Context: an optimization exercise on an open-source flow, tuned for small area, a short achievable clock period and few clock cycles per item. The choices shown serve that exercise and are no tape-out recipe.
Only the layout flow was run in this run; the RTL was not checked for function there.
No activity file was given, so power comes from the tool's default toggle rates.

==> design/flow/standard.sh <==
#!/bin/bash
# synth_recipe.tcl (not shown) runs the flow's synth.tcl, then flattens the netlist and writes it again
# the make line also repeats each setting of config.mk as NAME=value (left out here)
make -C /OpenROAD-flow-scripts/flow DESIGN_CONFIG=/design/flow/config.mk WORK_HOME=/design/flow/orfs CLKGATE_MAP_FILE= SYNTH_SCRIPT=/design/flow/synth_recipe.tcl "${@:-finish}"
==> design/flow/design.v <==
module SME(clk,reset,chardata,isstring,ispattern,valid,match,match_index);
input clk;
input reset;
input [7:0] chardata;
input isstring;
input ispattern;
output reg match;
output reg [4:0] match_index;
output reg valid;
reg [6:0] s [0:31];    
reg [5:0] len;         
reg       ps;          
reg       pp;          
reg       pc;          
reg [31:0] d;          
reg [2:0] blm1;        
wire [6:0] c = chardata[6:0];
wire is_dot    = (c == 7'h2E);
wire is_caret  = (c == 7'h5E);
wire is_dollar = (c == 7'h24);
integer k;
reg [31:0] eq, sp, lenis, mask, startok, endok, prev, dnext;
always @(*) begin
	for (k = 0; k < 32; k = k + 1) begin
		eq[k] = (s[k] == c);
		sp[k] = !(s[k][6] | (|s[k][4:0]));
		lenis[k] = (len[4:0] == k);
		mask[k] = (len > k);
	end
	startok[0] = 1'b1;
	for (k = 1; k < 32; k = k + 1) startok[k] = sp[k-1];
	for (k = 0; k < 31; k = k + 1) endok[k] = sp[k+1] | lenis[k+1];
	endok[31] = 1'b1;
	prev = (pp ? {d[30:0], pc} : 32'hFFFFFFFF) & mask;
	dnext = (prev & (eq | {32{is_dot}})) | ({32{is_dollar}} & d & endok) |
	        ({32{is_caret && !pp}} & sp);
end
function [2:0] pe8;
	input [7:0] x;
	begin
		if (x[0])      pe8 = 3'd0;
		else if (x[1]) pe8 = 3'd1;
		else if (x[2]) pe8 = 3'd2;
		else if (x[3]) pe8 = 3'd3;
		else if (x[4]) pe8 = 3'd4;
		else if (x[5]) pe8 = 3'd5;
		else if (x[6]) pe8 = 3'd6;
		else           pe8 = 3'd7;
	end
endfunction
function [3:0] sub8;
	input [2:0] q, b;
	begin
		case ({q, b})
		6'd0: sub8 = 4'b0000;
		6'd1: sub8 = 4'b1111;
		6'd2: sub8 = 4'b1110;
		6'd3: sub8 = 4'b1101;
		6'd4: sub8 = 4'b1100;
		6'd5: sub8 = 4'b1011;
		6'd6: sub8 = 4'b1010;
		6'd7: sub8 = 4'b1001;
		6'd8: sub8 = 4'b0001;
		6'd9: sub8 = 4'b0000;
		6'd10: sub8 = 4'b1111;
		6'd11: sub8 = 4'b1110;
		6'd12: sub8 = 4'b1101;
		6'd13: sub8 = 4'b1100;
		6'd14: sub8 = 4'b1011;
		6'd15: sub8 = 4'b1010;
		6'd16: sub8 = 4'b0010;
		6'd17: sub8 = 4'b0001;
		6'd18: sub8 = 4'b0000;
		6'd19: sub8 = 4'b1111;
		6'd20: sub8 = 4'b1110;
		6'd21: sub8 = 4'b1101;
		6'd22: sub8 = 4'b1100;
		6'd23: sub8 = 4'b1011;
		6'd24: sub8 = 4'b0011;
		6'd25: sub8 = 4'b0010;
		6'd26: sub8 = 4'b0001;
		6'd27: sub8 = 4'b0000;
		6'd28: sub8 = 4'b1111;
		6'd29: sub8 = 4'b1110;
		6'd30: sub8 = 4'b1101;
		6'd31: sub8 = 4'b1100;
		6'd32: sub8 = 4'b0100;
		6'd33: sub8 = 4'b0011;
		6'd34: sub8 = 4'b0010;
		6'd35: sub8 = 4'b0001;
		6'd36: sub8 = 4'b0000;
		6'd37: sub8 = 4'b1111;
		6'd38: sub8 = 4'b1110;
		6'd39: sub8 = 4'b1101;
		6'd40: sub8 = 4'b0101;
		6'd41: sub8 = 4'b0100;
		6'd42: sub8 = 4'b0011;
		6'd43: sub8 = 4'b0010;
		6'd44: sub8 = 4'b0001;
		6'd45: sub8 = 4'b0000;
		6'd46: sub8 = 4'b1111;
		6'd47: sub8 = 4'b1110;
		6'd48: sub8 = 4'b0110;
		6'd49: sub8 = 4'b0101;
		6'd50: sub8 = 4'b0100;
		6'd51: sub8 = 4'b0011;
		6'd52: sub8 = 4'b0010;
		6'd53: sub8 = 4'b0001;
		6'd54: sub8 = 4'b0000;
		6'd55: sub8 = 4'b1111;
		6'd56: sub8 = 4'b0111;
		6'd57: sub8 = 4'b0110;
		6'd58: sub8 = 4'b0101;
		6'd59: sub8 = 4'b0100;
		6'd60: sub8 = 4'b0011;
		6'd61: sub8 = 4'b0010;
		6'd62: sub8 = 4'b0001;
		6'd63: sub8 = 4'b0000;
		default: sub8 = 4'd0;
		endcase
	end
endfunction
reg [3:0] anyg, selg;
reg [4:0] idxg [0:3];
reg [4:0] idx;
reg [3:0] dif;
always @(*) begin
	for (k = 0; k < 4; k = k + 1) begin
		anyg[k] = |d[8*k +: 8];
		dif = sub8(pe8(d[8*k +: 8]), blm1);
		idxg[k] = {k[1:0] - {1'b0, dif[3]}, dif[2:0]};
	end
	selg[0] = anyg[0];
	selg[1] = !anyg[0] && anyg[1];
	selg[2] = !anyg[0] && !anyg[1] && anyg[2];
	selg[3] = !anyg[0] && !anyg[1] && !anyg[2];
	idx = ({5{selg[0]}} & idxg[0]) | ({5{selg[1]}} & idxg[1]) |
	      ({5{selg[2]}} & idxg[2]) | ({5{selg[3]}} & idxg[3]);
end
always @(posedge clk) begin
	if (isstring)
		for (k = 0; k < 32; k = k + 1)
			if ((ps ? lenis[k] : (k == 0)))
				s[k] <= c;
	d <= dnext;
	if (!is_dollar)
		blm1 <= (!pp || pc) ? 3'd0 : blm1 + 3'd1;
	match <= pp && !ispattern && (|anyg);    
	match_index <= idx;
end
always @(posedge clk or posedge reset) begin
	if (reset) begin
		len <= 6'd0;
		ps <= 1'b0;
		pp <= 1'b0;
		pc <= 1'b0;
		valid <= 1'b0;
	end else begin
		ps <= isstring;
		pp <= ispattern;
		if (isstring)
			len <= (ps ? len : 6'd0) + 6'd1;
		pc <= ispattern && !pp && is_caret;
		valid <= pp && !ispattern;
	end
end
endmodule
==> design/flow/constraint.sdc <==
create_clock -name core_clock -period 5.0 [get_ports {clk}]
set_input_delay 1.0000 -clock core_clock [delete_from_list [all_inputs] [get_ports {clk}]]
set_output_delay 1.0000 -clock core_clock [all_outputs]
set_load 0.01 [all_outputs]
==> design/flow/flow/run.sh <==
#!/bin/bash
set -euo pipefail
cp config.mk my_config.mk
cat >> my_config.mk <<'EOC'
export CTS_ARGS = -sink_clustering_enable -repair_clock_nets -dont_use_dummy_load -sink_clustering_size 16 -sink_clustering_max_diameter 50 -buf_list {sky130_fd_sc_hd__clkbuf_8}
EOC
sed "s#DESIGN_CONFIG=[^ ]*#DESIGN_CONFIG=$PWD/my_config.mk#" standard.sh > my_standard.sh
bash my_standard.sh > standard.log 2>&1
==> design/flow/config.mk <==
export PLATFORM = sky130hd
export DESIGN_NAME = SME
export DESIGN_NICKNAME = SME
export VERILOG_FILES = /design/flow/design.v
export SDC_FILE = /design/flow/constraint.sdc
export NUM_CORES = 4
export LEC_CHECK = 0
export CAP_MARGIN = 10
export CORE_MARGIN = 2
export CORE_UTILIZATION = 40
export CTS_BUF_LIST = sky130_fd_sc_hd__clkbuf_8
export SETUP_SLACK_MARGIN = 3.0
export SLEW_MARGIN = 10
==> results.txt <==
-- layer usage --
metal | global-route usage | vias up | routed length, um
met4 | 0.0601 | 0 | 990
met1 | 0.279 | 4718 | 17100
met3 | 0.0276 | 66 | 2360
li1 | - | 4419 | -
met5 | 0 | - | 0
met2 | 0.292 | 357 | 16700
-- repair_timing --
action                     4_1_cts  5_1_grt
setup buffers                   23        2
setup endpoints to repair      274      107
pin swaps                        7        9
gates cloned                     0        7
gates resized for setup         97       47
-- flip-flops by register name (all words and copies together), names as in the netlist --
signal / flops
ps: 1
match: 1
match_index: 5
len: 6
d: 32
pc: 1
valid: 1
s: 224
blm1: 3
pp: 1
-- stage by stage --
stage,cell area [um2],power (W)
after global routing,15700,0.00446
after CTS,15300,0.00429
final,15700,0.00431
after detailed placement,14500,0.00302
after floorplan,14000,0.00288
after global placement,14500,0.00302
-- critical path: cells and delay by family (launching register included) --
kind,cells,cell delay [ps]
AOI/OAI and AO/OA,2,360
DFF,1,360
and+or+nand+nor,4,1290
-- cell families (layout without fill, tap and decap cells) --
logic type	after synthesis	count (layout)	synth area share
AND/OR/NAND/NOR	329	329	0.121
flip-flops	275	275	0.572
XOR/XNOR	235	235	0.150
AO/OA/AOI/OAI	221	221	0.113
buffers and inverters	93	123	0.0284
multiplexers	10	10	0.00759
adder cells (fa/ha/maj)	8	8	0.00732
-- placed cells by master (no fill, tap or decap), types with 26 or more instances in the layout --
master / synthesis / routed
sky130_fd_sc_hd__edfxtp_1: 227 / 227
sky130_fd_sc_hd__xor2_1: 127 / 127
sky130_fd_sc_hd__xnor2_1: 108 / 108
sky130_fd_sc_hd__nand2_1: 66 / 65
sky130_fd_sc_hd__nor2_1: 92 / 65
sky130_fd_sc_hd__nor4_1: 67 / 62
sky130_fd_sc_hd__o21ai_0: 58 / 50
sky130_fd_sc_hd__nand3_1: 35 / 33
sky130_fd_sc_hd__dfxtp_1: 38 / 32
sky130_fd_sc_hd__clkbuf_8: 0 / 31
sky130_fd_sc_hd__buf_4: 0 / 29
sky130_fd_sc_hd__a41oi_1: 30 / 28
sky130_fd_sc_hd__o221ai_1: 27 / 27
sky130_fd_sc_hd__nor2_4: 2 / 26
-- worst paths after layout --
check / slack (ps) / startpoint / to
worst min register to register: 520 / d[31] / d[31]
worst max-delay path: 2890 / d[1] / match_index[2]
worst min-delay path: 520 / d[31] / d[31]
max in group asynchronous: 3910 / reset / len[5]
min in group asynchronous: 720 / reset / len[1]
worst max register to register: 2890 / d[1] / match_index[2]
-- power by group --
group | switching [W] | total, W | internal (W)
sequential | 0.0000171 | 0.00252 | 0.00251
combinational | 0.000339 | 0.000521 | 0.000182
clock | 0.000721 | 0.00127 | 0.000545
total | 0.00108 | 0.00431 | 0.00323
-- synth_stat cells (7+ instances only) --
cell	count
sky130_fd_sc_hd__a21oi_1	27
sky130_fd_sc_hd__a41oi_1	30
sky130_fd_sc_hd__buf_1	9
sky130_fd_sc_hd__clkbuf_1	51
sky130_fd_sc_hd__dfrtp_1	10
sky130_fd_sc_hd__dfxtp_1	38
sky130_fd_sc_hd__edfxtp_1	227
sky130_fd_sc_hd__ha_1	8
sky130_fd_sc_hd__inv_1	23
sky130_fd_sc_hd__mux2i_1	7
sky130_fd_sc_hd__nand2_1	66
sky130_fd_sc_hd__nand3_1	35
sky130_fd_sc_hd__nor2_1	92
sky130_fd_sc_hd__nor3_1	15
sky130_fd_sc_hd__nor4_1	67
sky130_fd_sc_hd__o211ai_1	11
sky130_fd_sc_hd__o21ai_0	58
sky130_fd_sc_hd__o221ai_1	27
sky130_fd_sc_hd__o22ai_1	20
sky130_fd_sc_hd__or4_1	9
sky130_fd_sc_hd__xnor2_1	108
sky130_fd_sc_hd__xor2_1	127
-- layout make-up --
| class | instances | area (um2) |
|---|---|---|
| tap | 448 | 561 |
| timing repair inverter | 1 | 7.51 |
| clock buffer | 31 | 427 |
| sequential | 275 | 7840 |
| timing repair buffer | 67 | 855 |
| multi-input combinational | 803 | 5900 |
| fill | 3019 | 17900 |
| inverter | 24 | 96.3 |
==> flow_summary.ini <==
[status]
outcome = finished clean

[synthesis]
yosys.area.top_type_share = 0.498
synth_largest_area_cell = sky130_fd_sc_hd__edfxtp_1
synth.lib_cells_used.distinct = 69
ys.flop_type = sky130_fd_sc_hd__edfxtp_1
top_area_cells_in_the_synthesized_netlist = sky130_fd_sc_hd__edfxtp_1 50%, sky130_fd_sc_hd__xor2_1 8.1%, sky130_fd_sc_hd__xnor2_1 6.9%, sky130_fd_sc_hd__dfxtp_1 5.6%, sky130_fd_sc_hd__nor4_1 3.1%
syn_nets = 1191
post_synth_inst_count = 1171
synthesized_area_per_cell_um2 = 11.7
yosysWarnings = 3
synth_seq_cells = 275
synth_async_sr_flop_share = 0.0364
synth_enable_flop_cells = 227
post_synth_instance_area_um2 = 13700
post_synthesis_sequential_area_ratio = 0.572

[timing]
worstMarginPinSlew_ps = 885
grt_setup_unrepaired = yes
max-slew-margin-rel = 0.405
final-setup-viol-count = 0
fin_hold_ws_ps = 521
period_needed_ps = 2110
setup-tns-final_ps = 0
timing.final.hold_violations = 0
finalCritPeriodShare = 0.423
achievable-frequency_mhz = 473
clock_skews_ps = 50.7
final-max-slew-violation-count = 0
finalWorstSetupSlack_ps = 2890

[clocking]
worstSkewPairLatency_ps = 600
max-clock-path-buffers = 3
cts.reportedPaths.clkPinSlew_ps = 90
cts_buffers = 31
cts-root-buf = sky130_fd_sc_hd__clkbuf_8
h-tree-depth = 1
postCtsHoldBufs = 0
numClockSinks = 275
cts_tree = built

[global_route]
initial_antenna_violation_count = 0
first_global_vias = 9120
grt_usage = 0.191
grt_start_max_net_pins = 57
globalRoute.totalOverflow = 0
wire_length_of_the_first_global_routing_pass_um = 53200

[place]
gp_routability_congestion = 0.923
post-place-ws_ps = 1520
placed_cells = 1586
post-dp-hpwl_um = 22600
place.port_buffers = 17

[die]
design.core.area_um2 = 33600
die_w_um = 189
num_rows = 67
dieArea_um2 = 35700
top_level_ports = 19
die-height_um = 189
floorplan.initialDensity = 0.407

[cells_and_area]
final_core_util = 0.466
antenna_cells = 0
nNetsFinal = 1223
areaGrowthSynthToFinish_pct = 14.6
final-instance-count-excl-fill = 1649
drive_above_1_share = 0.156

[worst_setup_path]
critical_path_peak_fanout = 5
critPathMaxStageDelay_ps = 540
worst_path_slowest_cell = sky130_fd_sc_hd__or4_4
cp-end-kind = flip-flop
critical-path-top-cell-by-count = sky130_fd_sc_hd__or4_4
crit_type = reg -> reg
cp.arrival_ps = 2610
critical_path_required_ps = 5500
cp_cell_sequence = or4_4, or4_4, nor2_4, nand2_1, o22ai_2, a211o_1
ff2ff_path_depth = 6
worst_setup_path_start_kind = flip-flop

[route]
route.antenna.remaining_nets = 0
detail_route.drc_violations = 0
detailedRoute.firstIterationViolations = 844
drt-pass1-iter-count = 5
count_of_vias_placed_by_the_detailed_router = 9560
drt-vias-per-instance = 5.80
finalWirelength_um = 37200
drt-wirelength-per-cell_um = 22.5

[power_and_ir_drop]
powerDensity_nw_per_um2 = 275
irDropWorstVdd_mv = 0.218
total_leakage_power_nw = 4.89

[hold_path]
holdCritPathClass = reg -> reg
whs_path_depth = 2

[flow_run]
cap_violations = 0

## separate check: timing with driven ports
The results above use ideal ports. As a check the final layout listed here was re-extracted and re-timed, cells and wires unchanged.
Step 1 assumes that a clkbuf_16 drives the clock port and a buf_2 every other input.
Step 2 times the ports against the registers' clock, not the clock port: input delays grow and output delays shrink by t, the midpoint of the rising clock arrivals with the driver on.
Slacks: ideal ports / drivers / drivers and shift; pairs: ideal ports / drivers.
t, ns: 0.629
setup WS [ns]: 2.887 / 2.887 / 2.261
worst setup path at the end: input to register
After both steps setup and hold are still met in this run. The setup slack of this run moves by 0.000 ns with the drivers and by -0.626 ns with both steps.
